Context: an optimization exercise on an open-source flow, tuned for small area and a short achievable clock period. The choices shown serve that exercise and are no tape-out recipe.
Only simulation tests tie the RTL to the original design; equivalence was not proved.

==> module fma, before the edit <==
module fma #(
                parameter int FW = 23,
                parameter int EW = 8
            )(
                input logic clk,
                input logic [2 : 0] rm,
                input logic [3:0] op,
                input logic [EW + FW : 0]  opA,
                input logic [EW + FW : 0]  opB,
                input logic [EW + FW : 0]  opC,
                output logic [EW + FW : 0]  result
            );
    logic [2:0]  rm1;
    logic [3:0]  op1;
    logic [31:0] a1r, b1r, c1r;
    always_ff @(posedge clk) begin
        rm1 <= rm;
        op1 <= op;
        a1r <= opA;
        b1r <= opB;
        c1r <= opC;
    end
    logic [31:0] x1, x2, x3;
    always_comb begin
        case (op1[1:0])
            2'b01: begin
                x1 = a1r;
                x2 = {b1r[31] ^ op1[2], b1r[30:0]};
                x3 = 32'h0;
            end
            2'b10: begin
                x1 = 32'h3f800000;
                x2 = a1r;
                x3 = {b1r[31] ^ op1[3], b1r[30:0]};
            end
            2'b11: begin
                x1 = a1r;
                x2 = {b1r[31] ^ op1[2], b1r[30:0]};
                x3 = {c1r[31] ^ op1[3], c1r[30:0]};
            end
            default: begin
                x1 = 32'h0;
                x2 = 32'h0;
                x3 = 32'h0;
            end
        endcase
    end
    logic        sM1;
    logic [30:0] a1, b1;
    logic [31:0] c1;
    assign sM1 = x1[31] ^ x2[31];
    assign a1  = x1[30:0];
    assign b1  = x2[30:0];
    assign c1  = x3;
    logic [7:0] e1, e2, e3;
    logic [22:0] f1, f2, f3;
    assign e1 = a1[30:23];
    assign e2 = b1[30:23];
    assign e3 = c1[30:23];
    assign f1 = a1[22:0];
    assign f2 = b1[22:0];
    assign f3 = c1[22:0];
    logic ez1, ez2, ez3, eo1, eo2, eo3, fz1, fz2, fz3;
    assign ez1 = ~|e1;  assign eo1 = &e1;  assign fz1 = ~|f1;
    assign ez2 = ~|e2;  assign eo2 = &e2;  assign fz2 = ~|f2;
    assign ez3 = ~|e3;  assign eo3 = &e3;  assign fz3 = ~|f3;
    logic inf1, inf2, inf3, nan1, nan2, nan3, zero1, zero2, zero3;
    assign inf1 = eo1 & fz1;  assign nan1 = eo1 & ~fz1;  assign zero1 = ez1 & fz1;
    assign inf2 = eo2 & fz2;  assign nan2 = eo2 & ~fz2;  assign zero2 = ez2 & fz2;
    assign inf3 = eo3 & fz3;  assign nan3 = eo3 & ~fz3;  assign zero3 = ez3 & fz3;
    logic nanM, infM, zeroM, s3;
    assign nanM  = nan1 | nan2 | (zero1 & inf2) | (inf1 & zero2);
    assign infM  = (inf1 & ~(zero2 | nan2)) | (inf2 & ~(zero1 | nan1));
    assign zeroM = (zero1 & ~(inf2 | nan2)) | (zero2 & ~(inf1 | nan1));
    assign s3    = c1[31];
    logic [47:0] prod;
    mul24 u_mul (.a({~ez1, f1}), .b({~ez2, f2}), .p(prod));
    logic pm;
    assign pm = prod[47];
    logic [9:0] e12, e12p;
    assign e12  = {2'b0, e1} + {2'b0, e2} + 10'd897;
    assign e12p = e12 + 10'd1;
    logic [10:0] d;                  
    assign d = {1'b0, e12} - {3'b0, e3};
    logic dneg, dz, wrap;
    assign dneg = d[10];
    assign dz   = ~|d;
    assign wrap = &e12;              
    logic [9:0] u, u1;
    assign u  = d[9:0] ^ {10{dneg}};
    assign u1 = u + 10'd1;
    logic comp;
    logic [9:0] shamt, expM;
    assign comp  = pm ? (~dneg & ~wrap) : (~dneg & ~dz);
    assign shamt = (pm & wrap) ? {2'b0, e3} : ((pm ^ dneg) ? u1 : u);
    assign expM  = pm ? e12p : e12;
    logic [47:0] sigM;
    assign sigM = pm ? prod : {prod[46:0], 1'b0};
    logic [47:0] M2;
    logic [23:0] C2;
    logic [5:0]  sh2;
    logic        shz2, comp2, sM2, s32, nan2q, inf2q, zp2;
    logic [7:0]  E2;
    logic        El2;
    logic [2:0]  rm2;
    always_ff @(posedge clk) begin
        M2    <= sigM;
        C2    <= {~ez3, f3};
        sh2   <= shamt[5:0];
        shz2  <= shamt >= 10'd48;
        comp2 <= comp;
        E2    <= comp ? expM[7:0] : e3;
        El2   <= comp ? (expM < 10'd48) : (e3 < 8'd48);
        sM2   <= sM1;
        s32   <= s3;
        nan2q <= nanM | nan3 | (infM & inf3 & (sM1 ^ s3));
        inf2q <= infM | inf3;
        zp2   <= zeroM & zero3;
        rm2   <= rm1;
    end
    logic eff;
    assign eff = sM2 ^ s32;
    logic [47:0] big, sml;
    falign u_align (.M(M2), .C(C2), .comp(comp2), .sh(sh2), .shz(shz2), .big(big), .sml(sml));
    logic [48:0] S;
    logic gt, ge;
    faddsub u_add (.big(big), .sml(sml), .sub(eff), .S(S), .gt(gt), .ge(ge));
    logic a_ge_b, sgn;
    assign a_ge_b = comp2 ? ge : ~gt;
    assign sgn = eff ? (a_ge_b ? sM2 : s32) : sM2;
    logic [48:0] Sx;
    assign Sx = {S[48:1], S[0] & ~S[48]};
    logic [5:0] lz;
    logic [22:0] fr;
    logic lsb, guard, rnd, sticky;
    fnorm u_norm (.Sx(Sx), .E(E2[5:0]), .Elt48(El2), .lz(lz), .fr(fr), .lsb(lsb), .guard(guard), .rnd(rnd), .sticky(sticky));
    logic [31:0] res;
    fpost u_post (.fr(fr), .lsb(lsb), .guard(guard), .rnd(rnd), .sticky(sticky), .rm(rm2), .sgn(sgn),
                  .E(E2), .lz(lz), .nan(nan2q), .inf(inf2q), .zero(zp2 | ~|S), .res(res));
    always_ff @(posedge clk) result <= res;
endmodule
==> flow/config.mk <==
export PLATFORM = sky130hd
export DESIGN_NAME = fma
export DESIGN_NICKNAME = fma
export VERILOG_FILES = /design/flow/design.v
export SDC_FILE = /design/flow/constraint.sdc
export NUM_CORES = 4
export LEC_CHECK = 0
export ABC_AREA = 1
export CAP_MARGIN = 20
export CORE_MARGIN = 2
export CORE_UTILIZATION = 40
export SLEW_MARGIN = 20
export SYNTH_HIERARCHICAL = 1
export SYNTH_MINIMUM_KEEP_SIZE = 0
==> flow/constraint.sdc <==
create_clock -name core_clock -period 55.0 [get_ports {clk}]
set_input_delay 11.0000 -clock core_clock [delete_from_list [all_inputs] [get_ports {clk}]]
set_output_delay 11.0000 -clock core_clock [all_outputs]
set_load 0.01 [all_outputs]
standard.sh (not shown) runs the stock make flow with config.mk's settings and CLKGATE_MAP_FILE= SYNTH_SCRIPT=/design/flow/synth_recipe.tcl, a recipe that flattens the netlist after the stock synthesis.
==> flow/flow/run.sh <==
#!/bin/bash
# The standard layout (bash standard.sh), with plain buffers on the ports
# instead of the delay buffers buffer_ports picks by default.
set -euo pipefail
export BUFFER_PORTS_ARGS="-buffer_cell sky130_fd_sc_hd__buf_1"
bash standard.sh > standard.log 2>&1
The starting point passed the timing, DRC and antenna checks.
==> next run, changes <==
--- a/flow/design.v
+++ b/flow/design.v
@@ -1001,33 +1001,22 @@
         a1r <= opA;
         b1r <= opB;
         c1r <= opC;
     end
     logic [31:0] x1, x2, x3;
     always_comb begin
+        x1 = (op1[1] | op1[0]) ? a1r : 32'h0;
         case (op1[1:0])
-            2'b01: begin
-                x1 = a1r;
-                x2 = {b1r[31] ^ op1[2], b1r[30:0]};
-                x3 = 32'h0;
-            end
-            2'b10: begin
-                x1 = 32'h3f800000;
-                x2 = a1r;
-                x3 = {b1r[31] ^ op1[3], b1r[30:0]};
-            end
-            2'b11: begin
-                x1 = a1r;
-                x2 = {b1r[31] ^ op1[2], b1r[30:0]};
-                x3 = {c1r[31] ^ op1[3], c1r[30:0]};
-            end
-            default: begin
-                x1 = 32'h0;
-                x2 = 32'h0;
-                x3 = 32'h0;
-            end
+            2'b01, 2'b11: x2 = {b1r[31] ^ op1[2], b1r[30:0]};
+            2'b10:        x2 = 32'h3f800000;
+            default:      x2 = 32'h0;
+        endcase
+        case (op1[1:0])
+            2'b10:   x3 = {b1r[31] ^ op1[3], b1r[30:0]};
+            2'b11:   x3 = {c1r[31] ^ op1[3], c1r[30:0]};
+            default: x3 = 32'h0;
         endcase
     end
     logic        sM1;
     logic [30:0] a1, b1;
     logic [31:0] c1;
     assign sM1 = x1[31] ^ x2[31];
What happened: The changed run completed without violations; utilization goes down by 0.20 points; via count goes down by 1.5%; non-clock buffer count goes down by 1; cell count goes down by about 0.3%; setup slack is worse by 36 ps; critical path depth is unchanged.

[separate check: timing with driven ports]
How much do the figures lean on ideal ports? The routed layouts below were timed once more, with nothing changed but the port constraints.
Step 1 (the two cells are an assumption about what drives the block):
set clk [get_ports {clk}]
set_driving_cell -lib_cell sky130_fd_sc_hd__clkbuf_16 $clk
set_driving_cell -lib_cell sky130_fd_sc_hd__buf_2 [delete_from_list [all_inputs] $clk]
Step 2 adds t to the input delays and takes it off the output delays; t is the mean of the earliest and latest rising clock arrival at the registers after step 1. Input paths then give back, and output paths get back, about the clock's delay inside the block.
Three values: no drivers, after step 1, after step 2; two values: the first two.
run	shift t [ns]	setup WS [ns]	worst setup path at the end	latest minus earliest clock arrival (ns)
the first run	0.605	42.980 / 42.920 / 43.526	register to output	0.019 / 0.019
the second run	0.643	42.944 / 42.878 / 43.521	register to output	0.019 / 0.019
After both steps setup and hold are still met in every run listed.
